Source: an optimization exercise on an open RTL-to-GDS flow (aim: small area). Production flows keep margins and buffers that such runs may drop.
In this exercise RTL edits were held to simulation tests only and were not proved equivalent to the original.
Power figures rest on the tool's default switching activity, not on a simulated workload.

==> flow/design.v <==
module uart_bps_1 #(
    parameter [12:0] BPS_T   = 13'd5207,
    parameter [12:0] BPS_MID = 13'd2604
) (
    input         clk,
    input         cnt_start,
    output        bps_sig,
    output        cnt_b1
);
    reg [12:0] cnt_bps;
    wire wrap = &(cnt_bps | ~BPS_T);
    always @(posedge clk)
        if (!cnt_start || wrap) cnt_bps <= 13'd0;
        else                    cnt_bps <= cnt_bps + 1'b1;
    assign bps_sig = (cnt_bps == BPS_MID);
    assign cnt_b1  = cnt_bps[1];
endmodule
module uart_receive_1 (
    input            clk,
    input            rst_n,
    input            clk_bps,
    input            data_rx,
    output reg       rx_int,
    output reg [7:0] data_tx,    
    output reg       shift       
);
    reg [1:0] rx;
    always @(posedge clk or negedge rst_n)
        if (!rst_n) rx <= 2'b11;
        else        rx <= {rx[0], data_rx};
    wire nege_edge = rx[1] & ~rx[0];
    reg [3:0] num;               
    wire num10 = num[3] & num[1];
    always @(posedge clk or negedge rst_n)
        if (!rst_n)         rx_int <= 1'b0;
        else if (nege_edge) rx_int <= 1'b1;
        else if (num10)     rx_int <= 1'b0;
    always @(posedge clk)
        if (!rx_int)      num <= 4'd0;
        else if (clk_bps) num <= num + 1'b1;
        else if (num10)   num <= 4'd0;
    always @(*) shift = clk_bps & ~(num[3] & num[0]);
    always @(posedge clk)
        if (shift) data_tx <= {data_rx, data_tx[7:1]};
endmodule
module surf_internet_rx (
    input             clk,
    input             rst_n,
    input      [7:0]  data_rx,      
    input             shift,        
    input             rx_int,
    input             cnt_b1,
    output            flag_en_1,
    output reg [7:0]  addr_daohang_data,
    output     [12:0] data_rx_end_internet
);
    reg nege, nege1, valid;
    always @(posedge clk or negedge rst_n)
        if (!rst_n) begin
            nege  <= 1'b0;
            nege1 <= 1'b0;
        end else begin
            nege  <= ~rx_int & cnt_b1;
            nege1 <= nege;
        end
    always @(posedge clk or negedge rst_n)
        if (!rst_n)     valid <= 1'b0;
        else if (nege)  valid <= 1'b1;
        else if (shift) valid <= 1'b0;
    wire b_digit = (data_rx[7:4] == 4'h3) && (data_rx[3:0] <= 4'h9);
    wire b_comma = (data_rx == 8'h2c);
    reg [3:0] s1, s2;
    reg       m1, m2;
    reg [7:0] ch1, ch2;
    always @(*) begin
        case (s1)
            4'd1: ch1 = 8'h69;   
            4'd2: ch1 = 8'h73;   
            4'd3: ch1 = 8'h74;   
            4'd4: ch1 = 8'h61;   
            4'd5: ch1 = 8'h6e;   
            4'd6: ch1 = 8'h63;   
            4'd7: ch1 = 8'h65;   
            4'd8: ch1 = 8'h22;   
            4'd9: ch1 = 8'h3a;   
            default: ch1 = 8'h64;   
        endcase
        case (s2)
            4'd1:  ch2 = 8'h69;   
            4'd2:  ch2 = 8'h72;   
            4'd3:  ch2 = 8'h65;   
            4'd4:  ch2 = 8'h63;   
            4'd5:  ch2 = 8'h74;   
            4'd6:  ch2 = 8'h69;   
            4'd7:  ch2 = 8'h6f;   
            4'd8:  ch2 = 8'h6e;   
            4'd9:  ch2 = 8'h22;   
            4'd10: ch2 = 8'h3a;   
            default: ch2 = 8'h64;   
        endcase
    end
    always @(posedge clk or negedge rst_n)
        if (!rst_n) begin
            m1 <= 1'b0;
            m2 <= 1'b0;
        end else if (valid) begin
            m1 <= (data_rx == ch1);
            m2 <= (data_rx == ch2);
        end
    always @(posedge clk or negedge rst_n)
        if (!rst_n) s1 <= 4'd0;
        else if (s1 == 4'd12)                   s1 <= 4'd0;
        else if ((s1 >= 4'd10) || (nege & m1))  s1 <= s1 + 1'b1;
    always @(posedge clk or negedge rst_n)
        if (!rst_n) s2 <= 4'd0;
        else if (s2 == 4'd13)                   s2 <= 4'd0;
        else if ((s2 >= 4'd11) || (nege & m2))  s2 <= s2 + 1'b1;
    wire rise  = (s1 == 4'd11);
    wire start = (s1 == 4'd12);
    wire rise_1  = (s2 == 4'd12);
    wire start_1 = (s2 == 4'd13);
    reg       timeout;
    reg [6:0] count;     
    reg [5:0] num;
    reg       pk_digit, pk_comma;
    reg [3:0] pk_nib;
    always @(posedge clk or negedge rst_n)
        if (!rst_n)              timeout <= 1'b0;
        else if (rise)           timeout <= 1'b1;
        else if (count == 7'd85) timeout <= 1'b0;
    always @(posedge clk)
        if (pk_comma & nege) count <= count + 1'b1;
        else if (rise)       count <= 7'd0;
    always @(posedge clk or negedge rst_n)
        if (!rst_n)                       num <= 6'd0;
        else if (rise)                    num <= 6'd0;
        else if (timeout & (nege | start)) num <= num + 1'b1;
    always @(posedge clk or negedge rst_n)
        if (!rst_n) begin
            pk_digit <= 1'b0;
            pk_comma <= 1'b0;
        end else if (timeout & valid) begin
            pk_digit <= b_digit;
            pk_comma <= b_comma;
        end
    always @(posedge clk)
        if (timeout & valid) pk_nib <= data_rx[3:0];
    reg [3:0] n0, n1, n2;
    wire ld  = nege1 & (count == 7'd0) & pk_digit;
    wire ld0 = ld & (num == 6'd2);
    wire ld1 = ld & (num == 6'd3);
    wire ld2 = ld & (num == 6'd4);
    wire chg = (ld0 & (n0 != pk_nib)) | (ld1 & (n1 != pk_nib)) | (ld2 & (n2 != pk_nib));
    always @(posedge clk or negedge rst_n)
        if (!rst_n) begin
            n0 <= 4'd10;
            n1 <= 4'd10;
            n2 <= 4'd15;
        end else begin
            if (ld0) n0 <= pk_nib;
            if (ld1) n1 <= pk_nib;
            if (ld2) n2 <= pk_nib;
        end
    reg [3:0] tmr;
    always @(posedge clk or negedge rst_n)
        if (!rst_n)       tmr <= 4'd0;
        else if (chg)     tmr <= 4'd1;
        else if (!tmr[3]) tmr <= tmr + 1'b1;
    wire stable = (tmr != 4'd7);
    reg two;
    always @(posedge clk) two <= pk_comma & (num == 6'd3);
    wire [3:0] d0 = {n0[3] & ~n0[1], n0[2], n0[1] & ~n0[3], n0[0]};
    wire [3:0] d1 = {n1[3] & ~n1[1], n1[2], n1[1] & ~n1[3], n1[0]};
    wire [6:0] x  = d0 * 4'd10 + d1;
    wire [8:0] distance = two ? {2'b00, x} : (x * 4'd10 + n2);
    wire flag = stable && (distance >= 9'd18) && (distance <= 9'd227) && (num == 6'd3);
    wire [7:0] d = (distance[7:0] > 8'd200) ? distance[7:0] + 8'd5 : distance[7:0];
    reg       timeout_1;
    reg [7:0] count_1;
    reg [5:0] num_1;
    reg       pk1_comma;
    reg [3:0] direction;
    reg [5:0] cnt_1;
    always @(posedge clk or negedge rst_n)
        if (!rst_n)                timeout_1 <= 1'b0;
        else if (rise_1)           timeout_1 <= 1'b1;
        else if (count_1 == 8'd85) timeout_1 <= 1'b0;
    always @(posedge clk or negedge rst_n)
        if (!rst_n)               count_1 <= 8'd7;
        else if (pk1_comma & nege) count_1 <= count_1 + 1'b1;
        else if (rise_1)          count_1 <= 8'd0;
    always @(posedge clk or negedge rst_n)
        if (!rst_n)                          num_1 <= 6'd0;
        else if (rise_1)                     num_1 <= 6'd0;
        else if (timeout_1 & (nege | start_1)) num_1 <= num_1 + 1'b1;
    always @(posedge clk or negedge rst_n)
        if (!rst_n)                 pk1_comma <= 1'b0;
        else if (timeout_1 & valid) pk1_comma <= b_comma;
    always @(posedge clk or negedge rst_n)
        if (!rst_n) direction <= 4'd0;
        else if ((count_1 == 8'd0) & nege & pk_digit)
            direction <= (num_1 == 6'd1) ? pk_nib : 4'd0;
    always @(posedge clk or negedge rst_n)
        if (!rst_n)                 cnt_1 <= 6'd0;
        else if (num_1 == 6'd3)     cnt_1 <= 6'd0;
        else if (cnt_1 == 6'd51)    cnt_1 <= cnt_1;
        else if (num_1 == 6'd2)     cnt_1 <= cnt_1 + 1'b1;
    assign flag_en_1 = (cnt_1 == 6'd50);
    always @(posedge clk or negedge rst_n)
        if (!rst_n)          addr_daohang_data <= 8'd0;
        else if (flag_en_1)  addr_daohang_data <= addr_daohang_data + 1'b1;
    reg [7:0] out_dist;
    reg [3:0] out_dir;
    always @(posedge clk or negedge rst_n)
        if (!rst_n) begin
            out_dist <= 8'd0;
            out_dir  <= 4'd0;
        end else if (flag)
            out_dist <= d;
        else if (num_1 == 6'd2)
            out_dir <= direction;
    assign data_rx_end_internet = {out_dist, 1'b1, out_dir};
endmodule
module top_rx_surf(
	input 			clk,
	input 			rst_n,
	input 			data_rx,
	output			flag_en_1,
	output [7:0]	addr_daohang_data,
	output [12:0]	data_rx_end_internet
    );
	wire	[7:0]	data_tx;
	wire			rx_int, clk_bps, cnt_b1, shift;
surf_internet_rx u_surf_internet_rx (
    .clk(clk),
    .rst_n(rst_n),
    .data_rx(data_tx),
    .shift(shift),
    .rx_int(rx_int),
    .cnt_b1(cnt_b1),
	.flag_en_1(flag_en_1),
	.addr_daohang_data(addr_daohang_data),
    .data_rx_end_internet(data_rx_end_internet)
    );
uart_bps_1 u_uart_bps_1 (
    .clk(clk),
    .cnt_start(rx_int),
    .bps_sig(clk_bps),
    .cnt_b1(cnt_b1)
    );
uart_receive_1 u_uart_receive_1 (
    .clk(clk),
    .rst_n(rst_n),
    .clk_bps(clk_bps),
    .data_rx(data_rx),
    .rx_int(rx_int),
    .data_tx(data_tx),
    .shift(shift)
    );
endmodule
==> flow/config.mk <==
export PLATFORM = sky130hd
export DESIGN_NAME = top_rx_surf
export DESIGN_NICKNAME = top_rx_surf
export VERILOG_FILES = /design/flow/design.v
export SDC_FILE = /design/flow/constraint.sdc
export NUM_CORES = 4
export LEC_CHECK = 0
export CAP_MARGIN = 20
export CORE_MARGIN = 2
export CORE_UTILIZATION = 40
export SLEW_MARGIN = 20
==> flow/constraint.sdc <==
create_clock -name core_clock -period 10.0 [get_ports {clk}]
set_input_delay 2.0000 -clock core_clock [delete_from_list [all_inputs] [get_ports {clk}]]
set_output_delay 2.0000 -clock core_clock [all_outputs]
set_load 0.01 [all_outputs]
run.sh (not shown) runs the stock make flow with config.mk's settings and CLKGATE_MAP_FILE= SYNTH_SCRIPT=/design/flow/synth_recipe.tcl, a recipe that flattens the netlist after the stock synthesis.
The baseline completed with no timing, DRC or antenna violations.
==> next run, changes <==
- CTS_BUF_LIST: not set -> sky130_fd_sc_hd__clkbuf_4
- CTS_CLUSTER_DIAMETER: not set -> 100
- CTS_CLUSTER_SIZE: not set -> 30
After rerunning: The new run ran to the end with no violations; power came out lower by about 20%; setup slack barely changes; utilization went down by 1.7 points; cell area drops by about 3.6%.

static timing again, ports no longer ideal:
No port has a modelled driver above. Below, the same layouts with a new extraction and two added sets of constraints. Step 1 assumes that a clkbuf_16 drives the clock port and a buf_2 every other input. Step 2 moves the port delays by t, midway between the first and last clock arrival at a register: inputs arrive t later, outputs are due t later. That takes back most of the time a late clock gives input paths. a / b / c = ideal / step 1 / step 2; a / b = the first two.
run	t, ns	slack for setup (ns)	hold slack, ns
the first run	0.452	5.215 / 5.215 / 5.215	0.365 / 0.365 / 0.365
the second run	0.552	5.213 / 5.213 / 5.213	0.372 / 0.372 / 0.372
After both steps every run listed still meets setup and hold.
